Source: an optimization exercise on an open RTL-to-GDS flow (aim: small area). Production flows keep margins and buffers that such runs may drop.
Power is estimated from default activity; no workload was simulated.

==> 11-27 <==
Design sparse_matrix_mul, start of the top module:
module sparse_matrix_mul(clk,m1i1,m1i2,m1i3,m1i4,m2c1,m2c2,m2c3,m2c4,m2c5, m2c6, m2c7, m2c8, m2c9, m2c10, m2c11, m2c12, m2c13, m2c14, m2c15, m2c16, f11, f12, f13, f14, f21, f22, f23, f24, f31, f32, f33, f34, f41, f42, f43, f44, o1,o2,o3,o4);
input clk;
input [7:0] m1i1,m1i2,m1i3,m1i4;
input [7:0] m2c1,m2c2,m2c3,m2c4,m2c5,m2c6,m2c7,m2c8,m2c9,m2c10,m2c11,m2c12,m2c13,m2c14,m2c15,m2c16;
input f11, f12, f13, f14, f21, f22, f23, f24, f31, f32, f33, f34, f41, f42, f43, f44;
output [8:0] o1,o2,o3,o4;
wire t1_1;
wire t1_2;
wire t1_3;
wire t1_4;
wire t1_5;
wire t1_6;
wire t1_7;
wire t1_8;
wire t1_9;
wire t1_10;
wire t1_11;
wire t1_12;
wire t1_13;
wire t1_14;
wire t2_1;
wire t2_2;
wire t2_3;
wire t2_4;
wire t2_5;
wire t2_6;
wire t2_7;
wire t2_8;
wire t2_9;
wire t2_10;
wire t2_11;
wire t2_12;
wire t2_13;
wire t2_14;
wire t3_1;
wire t3_2;
wire t3_3;
wire t3_4;
wire t3_5;
wire t3_6;
wire t3_7;
wire t3_8;
wire t3_9;
wire t3_10;
wire t3_11;
wire t3_12;
wire t3_13;
wire t3_14;
wire t4_1;
wire t4_2;
wire t4_3;
wire t4_4;
wire t4_5;
wire t4_6;
wire t4_7;
wire t4_8;
wire t4_9;
wire t4_10;
wire t4_11;
wire t4_12;
wire t4_13;
wire t4_14;
wire p11_1;
wire p11_2;
wire p11_3;
wire p11_4;
wire p11_5;
wire p11_6;
wire p11_7;
wire p11_8;
wire p11_9;
wire p11_10;
wire p11_11;
wire p11_12;
wire p11_13;
wire p11_14;
wire p11_15;
wire p11_16;
wire p11_17;
wire p11_18;
wire p11_19;
wire p11_20;
wire p11_21;
wire p11_22;
wire p11_23;
wire p11_24;
wire p11_25;
wire p11_26;
wire p11_27;
wire p11_28;
wire p11_29;
wire p11_30;
wire p11_31;
wire p11_32;
wire p11_33;
wire p11_34;
wire p11_35;
wire p11_36;
wire p11_37;
wire p11_38;
wire p11_39;
wire p11_40;
wire p11_41;
wire p11_42;
wire p11_43;
wire p11_44;
wire p11_45;
wire p11_46;
  ...
==> flow/config.mk <==
export PLATFORM = sky130hd
export DESIGN_NAME = sparse_matrix_mul
export DESIGN_NICKNAME = sparse_matrix_mul
export VERILOG_FILES = /design/flow/design.v
export SDC_FILE = /design/flow/constraint.sdc
export NUM_CORES = 4
export LEC_CHECK = 0
export CAP_MARGIN = 20
export CORE_MARGIN = 2
export CORE_UTILIZATION = 40
export SLEW_MARGIN = 20
export SYNTH_HIERARCHICAL = 1
==> flow/constraint.sdc <==
create_clock -name core_clock -period 5.0 [get_ports {clk}]
set_input_delay 1.0000 -clock core_clock [delete_from_list [all_inputs] [get_ports {clk}]]
set_output_delay 1.0000 -clock core_clock [all_outputs]
set_load 0.01 [all_outputs]
run.sh (not shown) runs the stock make flow with config.mk's settings and CLKGATE_MAP_FILE= SYNTH_SCRIPT=/design/flow/synth_recipe.tcl, a recipe that flattens the netlist after the stock synthesis.
==> 06-13: changes against 11-27 <==
--- a/flow/design.v
+++ b/flow/design.v
@@ -50,11 +50,11 @@
 module sparse_matrix_mul(clk,m1i1,m1i2,m1i3,m1i4,m2c1,m2c2,m2c3,m2c4,m2c5, m2c6, m2c7, m2c8, m2c9, m2c10, m2c11, m2c12, m2c13, m2c14, m2c15, m2c16, f11, f12, f13, f14, f21, f22, f23, f24, f31, f32, f33, f34, f41, f42, f43, f44, o1,o2,o3,o4);
 input clk;
 input [7:0] m1i1,m1i2,m1i3,m1i4;
 input [7:0] m2c1,m2c2,m2c3,m2c4,m2c5,m2c6,m2c7,m2c8,m2c9,m2c10,m2c11,m2c12,m2c13,m2c14,m2c15,m2c16;
 input f11, f12, f13, f14, f21, f22, f23, f24, f31, f32, f33, f34, f41, f42, f43, f44;
-output [8:0] o1,o2,o3,o4;
+output reg [8:0] o1,o2,o3,o4;
 wire t1_1;
 wire t1_2;
 wire t1_3;
 wire t1_4;
 wire t1_5;
@@ -1858,20 +1858,20 @@
   xor2_cell u_p41_51(p41_50, p41_20, p41_51);
   xor2_cell u_p41_52(p41_44, p41_51, p41_52);
   xor2_cell u_p41_53(p41_52, p41_11, p41_53);
   xor2_cell u_p41_54(p41_53, p41_46, p41_54);
   xnor2_cell u_p41_55(p41_54, p41_48, p41_55);
-  xnor2_cell u_p41_56(s31[0], p41_4, p41_56);
+  xor2_cell u_p41_56(s31[0], p41_4, p41_56);
   or2_cell u_p41_57(s31[0], p41_4, p41_57);
   fa_cell u_p41_58(s31[1], p41_5, p41_57, p41_58, p41_59);
   fa_cell u_p41_60(s31[2], p41_59, p41_31, p41_60, p41_61);
   fa_cell u_p41_62(s31[3], p41_61, p41_33, p41_62, p41_63);
   fa_cell u_p41_64(s31[4], p41_63, p41_37, p41_64, p41_65);
   fa_cell u_p41_66(s31[5], p41_65, p41_41, p41_66, p41_67);
   fa_cell u_p41_68(s31[6], p41_47, p41_67, p41_68, p41_69);
   fa_cell u_p41_70(s31[7], p41_55, p41_69, p41_70, p41_71);
-  xnor2_cell u_p41_72(s31[8], p41_71, p41_72);
+  xor2_cell u_p41_72(s31[8], p41_71, p41_72);
   dsel_cell u_p42_1(m2c14[0], m2c14[1], f42, p42_1, p42_2, p42_3);
   sel2_cell u_p42_4(p42_1, p42_3, m1i4[0], p42_4);
   sel3_cell u_p42_5(p42_1, m1i4[1], p42_2, m1i4[0], p42_3, t4[1], p42_5);
   sel3_cell u_p42_6(p42_1, m1i4[2], p42_2, m1i4[1], p42_3, t4[2], p42_6);
   sel3_cell u_p42_7(p42_1, m1i4[3], p42_2, m1i4[2], p42_3, t4[3], p42_7);
@@ -1911,20 +1911,20 @@
   xor2_cell u_p42_51(p42_50, p42_20, p42_51);
   xor2_cell u_p42_52(p42_44, p42_51, p42_52);
   xor2_cell u_p42_53(p42_52, p42_11, p42_53);
   xor2_cell u_p42_54(p42_53, p42_46, p42_54);
   xnor2_cell u_p42_55(p42_54, p42_48, p42_55);
-  xnor2_cell u_p42_56(s32[0], p42_4, p42_56);
+  xor2_cell u_p42_56(s32[0], p42_4, p42_56);
   or2_cell u_p42_57(s32[0], p42_4, p42_57);
   fa_cell u_p42_58(s32[1], p42_5, p42_57, p42_58, p42_59);
   fa_cell u_p42_60(s32[2], p42_59, p42_31, p42_60, p42_61);
   fa_cell u_p42_62(s32[3], p42_61, p42_33, p42_62, p42_63);
   fa_cell u_p42_64(s32[4], p42_63, p42_37, p42_64, p42_65);
   fa_cell u_p42_66(s32[5], p42_65, p42_41, p42_66, p42_67);
   fa_cell u_p42_68(s32[6], p42_47, p42_67, p42_68, p42_69);
   fa_cell u_p42_70(s32[7], p42_55, p42_69, p42_70, p42_71);
-  xnor2_cell u_p42_72(s32[8], p42_71, p42_72);
+  xor2_cell u_p42_72(s32[8], p42_71, p42_72);
   dsel_cell u_p43_1(m2c15[0], m2c15[1], f43, p43_1, p43_2, p43_3);
   sel2_cell u_p43_4(p43_1, p43_3, m1i4[0], p43_4);
   sel3_cell u_p43_5(p43_1, m1i4[1], p43_2, m1i4[0], p43_3, t4[1], p43_5);
   sel3_cell u_p43_6(p43_1, m1i4[2], p43_2, m1i4[1], p43_3, t4[2], p43_6);
   sel3_cell u_p43_7(p43_1, m1i4[3], p43_2, m1i4[2], p43_3, t4[3], p43_7);
@@ -1964,20 +1964,20 @@
   xor2_cell u_p43_51(p43_50, p43_20, p43_51);
   xor2_cell u_p43_52(p43_44, p43_51, p43_52);
   xor2_cell u_p43_53(p43_52, p43_11, p43_53);
   xor2_cell u_p43_54(p43_53, p43_46, p43_54);
   xnor2_cell u_p43_55(p43_54, p43_48, p43_55);
-  xnor2_cell u_p43_56(s33[0], p43_4, p43_56);
+  xor2_cell u_p43_56(s33[0], p43_4, p43_56);
   or2_cell u_p43_57(s33[0], p43_4, p43_57);
   fa_cell u_p43_58(s33[1], p43_5, p43_57, p43_58, p43_59);
   fa_cell u_p43_60(s33[2], p43_59, p43_31, p43_60, p43_61);
   fa_cell u_p43_62(s33[3], p43_61, p43_33, p43_62, p43_63);
   fa_cell u_p43_64(s33[4], p43_63, p43_37, p43_64, p43_65);
   fa_cell u_p43_66(s33[5], p43_65, p43_41, p43_66, p43_67);
   fa_cell u_p43_68(s33[6], p43_47, p43_67, p43_68, p43_69);
   fa_cell u_p43_70(s33[7], p43_55, p43_69, p43_70, p43_71);
-  xnor2_cell u_p43_72(s33[8], p43_71, p43_72);
+  xor2_cell u_p43_72(s33[8], p43_71, p43_72);
   dsel_cell u_p44_1(m2c16[0], m2c16[1], f44, p44_1, p44_2, p44_3);
   sel2_cell u_p44_4(p44_1, p44_3, m1i4[0], p44_4);
   sel3_cell u_p44_5(p44_1, m1i4[1], p44_2, m1i4[0], p44_3, t4[1], p44_5);
   sel3_cell u_p44_6(p44_1, m1i4[2], p44_2, m1i4[1], p44_3, t4[2], p44_6);
   sel3_cell u_p44_7(p44_1, m1i4[3], p44_2, m1i4[2], p44_3, t4[3], p44_7);
@@ -2017,20 +2017,20 @@
   xor2_cell u_p44_51(p44_50, p44_20, p44_51);
   xor2_cell u_p44_52(p44_44, p44_51, p44_52);
   xor2_cell u_p44_53(p44_52, p44_11, p44_53);
   xor2_cell u_p44_54(p44_53, p44_46, p44_54);
   xnor2_cell u_p44_55(p44_54, p44_48, p44_55);
-  xnor2_cell u_p44_56(s34[0], p44_4, p44_56);
+  xor2_cell u_p44_56(s34[0], p44_4, p44_56);
   or2_cell u_p44_57(s34[0], p44_4, p44_57);
   fa_cell u_p44_58(s34[1], p44_5, p44_57, p44_58, p44_59);
   fa_cell u_p44_60(s34[2], p44_59, p44_31, p44_60, p44_61);
   fa_cell u_p44_62(s34[3], p44_61, p44_33, p44_62, p44_63);
   fa_cell u_p44_64(s34[4], p44_63, p44_37, p44_64, p44_65);
   fa_cell u_p44_66(s34[5], p44_65, p44_41, p44_66, p44_67);
   fa_cell u_p44_68(s34[6], p44_47, p44_67, p44_68, p44_69);
   fa_cell u_p44_70(s34[7], p44_55, p44_69, p44_70, p44_71);
-  xnor2_cell u_p44_72(s34[8], p44_71, p44_72);
+  xor2_cell u_p44_72(s34[8], p44_71, p44_72);
 reg [7:0] s11;
 always @(posedge clk) s11 <= {p11_55, p11_47, p11_41, p11_37, p11_33, p11_31, p11_5, p11_4};
 reg [7:0] s12;
 always @(posedge clk) s12 <= {p12_55, p12_47, p12_41, p12_37, p12_33, p12_31, p12_5, p12_4};
 reg [7:0] s13;
@@ -2051,18 +2051,10 @@
 always @(posedge clk) s32 <= {p32_72, p32_70, p32_68, p32_66, p32_64, p32_62, p32_60, p32_58, p32_56};
 reg [8:0] s33;
 always @(posedge clk) s33 <= {p33_72, p33_70, p33_68, p33_66, p33_64, p33_62, p33_60, p33_58, p33_56};
 reg [8:0] s34;
 always @(posedge clk) s34 <= {p34_72, p34_70, p34_68, p34_66, p34_64, p34_62, p34_60, p34_58, p34_56};
-reg [8:0] s41;
-always @(posedge clk) s41 <= {p41_72, p41_70, p41_68, p41_66, p41_64, p41_62, p41_60, p41_58, p41_56};
-reg [8:0] s42;
-always @(posedge clk) s42 <= {p42_72, p42_70, p42_68, p42_66, p42_64, p42_62, p42_60, p42_58, p42_56};
-reg [8:0] s43;
-always @(posedge clk) s43 <= {p43_72, p43_70, p43_68, p43_66, p43_64, p43_62, p43_60, p43_58, p43_56};
-reg [8:0] s44;
-always @(posedge clk) s44 <= {p44_72, p44_70, p44_68, p44_66, p44_64, p44_62, p44_60, p44_58, p44_56};
-assign o1 = s41 ^ 9'd511;
-assign o2 = s42 ^ 9'd511;
-assign o3 = s43 ^ 9'd511;
-assign o4 = s44 ^ 9'd511;
+always @(posedge clk) o1 <= {p41_72, ~p41_70, ~p41_68, ~p41_66, ~p41_64, ~p41_62, ~p41_60, ~p41_58, p41_56};
+always @(posedge clk) o2 <= {p42_72, ~p42_70, ~p42_68, ~p42_66, ~p42_64, ~p42_62, ~p42_60, ~p42_58, p42_56};
+always @(posedge clk) o3 <= {p43_72, ~p43_70, ~p43_68, ~p43_66, ~p43_64, ~p43_62, ~p43_60, ~p43_58, p43_56};
+always @(posedge clk) o4 <= {p44_72, ~p44_70, ~p44_68, ~p44_66, ~p44_64, ~p44_62, ~p44_60, ~p44_58, p44_56};
 endmodule
==> flow/flow/run.sh (new file) <==
#!/bin/bash
# Standard ORFS layout (the standard.sh, unchanged) with two placement/CTS options:
#  - port buffers use the smallest buffer (buf_1) instead of buffer_ports' default pick
#  - CTS with clkbuf_8 and without dummy loads
set -euo pipefail
export BUFFER_PORTS_ARGS="-buffer_cell sky130_fd_sc_hd__buf_1"
export CTS_ARGS="-sink_clustering_enable -repair_clock_nets -buf_list sky130_fd_sc_hd__clkbuf_8 -dont_use_dummy_load"
bash standard.sh > standard.log 2>&1
==> flow/standard.sh (new file) <==
#!/bin/bash
# synth_recipe.tcl (not shown) runs the flow's synth.tcl, then flattens the netlist and writes it again
# the make line also repeats each setting of config.mk as NAME=value (left out here)
make -C /OpenROAD-flow-scripts/flow DESIGN_CONFIG=/design/flow/config.mk WORK_HOME=/design/flow/orfs CLKGATE_MAP_FILE= SYNTH_SCRIPT=/design/flow/synth_recipe.tcl "${@:-finish}"
GPL_TIMING_DRIVEN = 0   (was default)
removed: flow/run.sh
==> qor summary <==
	11-27	06-13
RD Place Congestion	0.949	0.911
Via/cell ratio	5.98	6.32
Setup TNS	-2040 ps	-3900 ps
Number of design-rule violations left by the first detailed-router iteration	1899	2293
Xor and xnor area share after synthesis	12.6%	12.6%
Maximum number of pins on one net before global-route repair	33	34
Measured slew at the worst slew-check pin	815 ps	970 ps
Via count of the first global-routing pass	11900	11000
Mean area per synthesized cell	11.8 um^2	11.9 um^2
Status	complete, but fails checks	complete, but fails checks
Violated checks	negative setup slack	negative setup slack
Delay of the slowest cell on the worst path	510 ps	520 ps
Portion of synthesized cell area occupied by the leading cell type	30.6%	30.6%
Wire length of the first global-routing pass	62500 um	59200 um
Hold_ws	414 ps	422 ps
Clk pwr	1.32 mW	662 uW
Start of the worst register-to-register path	s12[0]	s22[0]
Largest clock skew in the final design	11.7 ps	20.6 ps
Met3 usage in global routing	3.76%	5.35%
Met2 Resource Use GR	38.7%	36.5%
Sequential share of the synthesized area	21.4%	21.4%
Final Core Density	56.6%	47.5%
Layout buffering overhead excluding clock cells	21.2%	8.82%
P_sw	2.18 mW	1.99 mW
Power consumption	6.19 mW	5.06 mW
Data required time of the critical path	5300 ps	5320 ps
Minimum setup slack in the final design	-175 ps	-309 ps
Function was not checked in any run of this note: the RTL went through the layout flow alone.

[re-timing with driven ports]
How much do the figures lean on ideal ports? The routed layouts below were timed once more, with nothing changed but the port constraints.
Step 1 assumes that a clkbuf_16 drives the clock port and a buf_2 every other input.
Step 2 times the ports against the registers' clock, not the clock port: input delays grow and output delays shrink by t, the midpoint of the rising clock arrivals with the driver on.
Three values: no drivers, after step 1, after step 2; two values: the first two.
| run | t, ns | setup WS [ns] | latest minus earliest clock arrival (ns) | pins driven straight from the clock port |
|---|---|---|---|---|
| 11-27 | 0.464 | -0.175 / -0.171 / -0.635 | 0.013 / 0.013 | 1 |
| 06-13 | 0.471 | -0.309 / -0.349 / -0.820 | 0.022 / 0.022 | 1 |
For 06-13, which loses most, drivers alone change the setup slack by -0.040 ns; drivers and shift together by -0.511 ns.
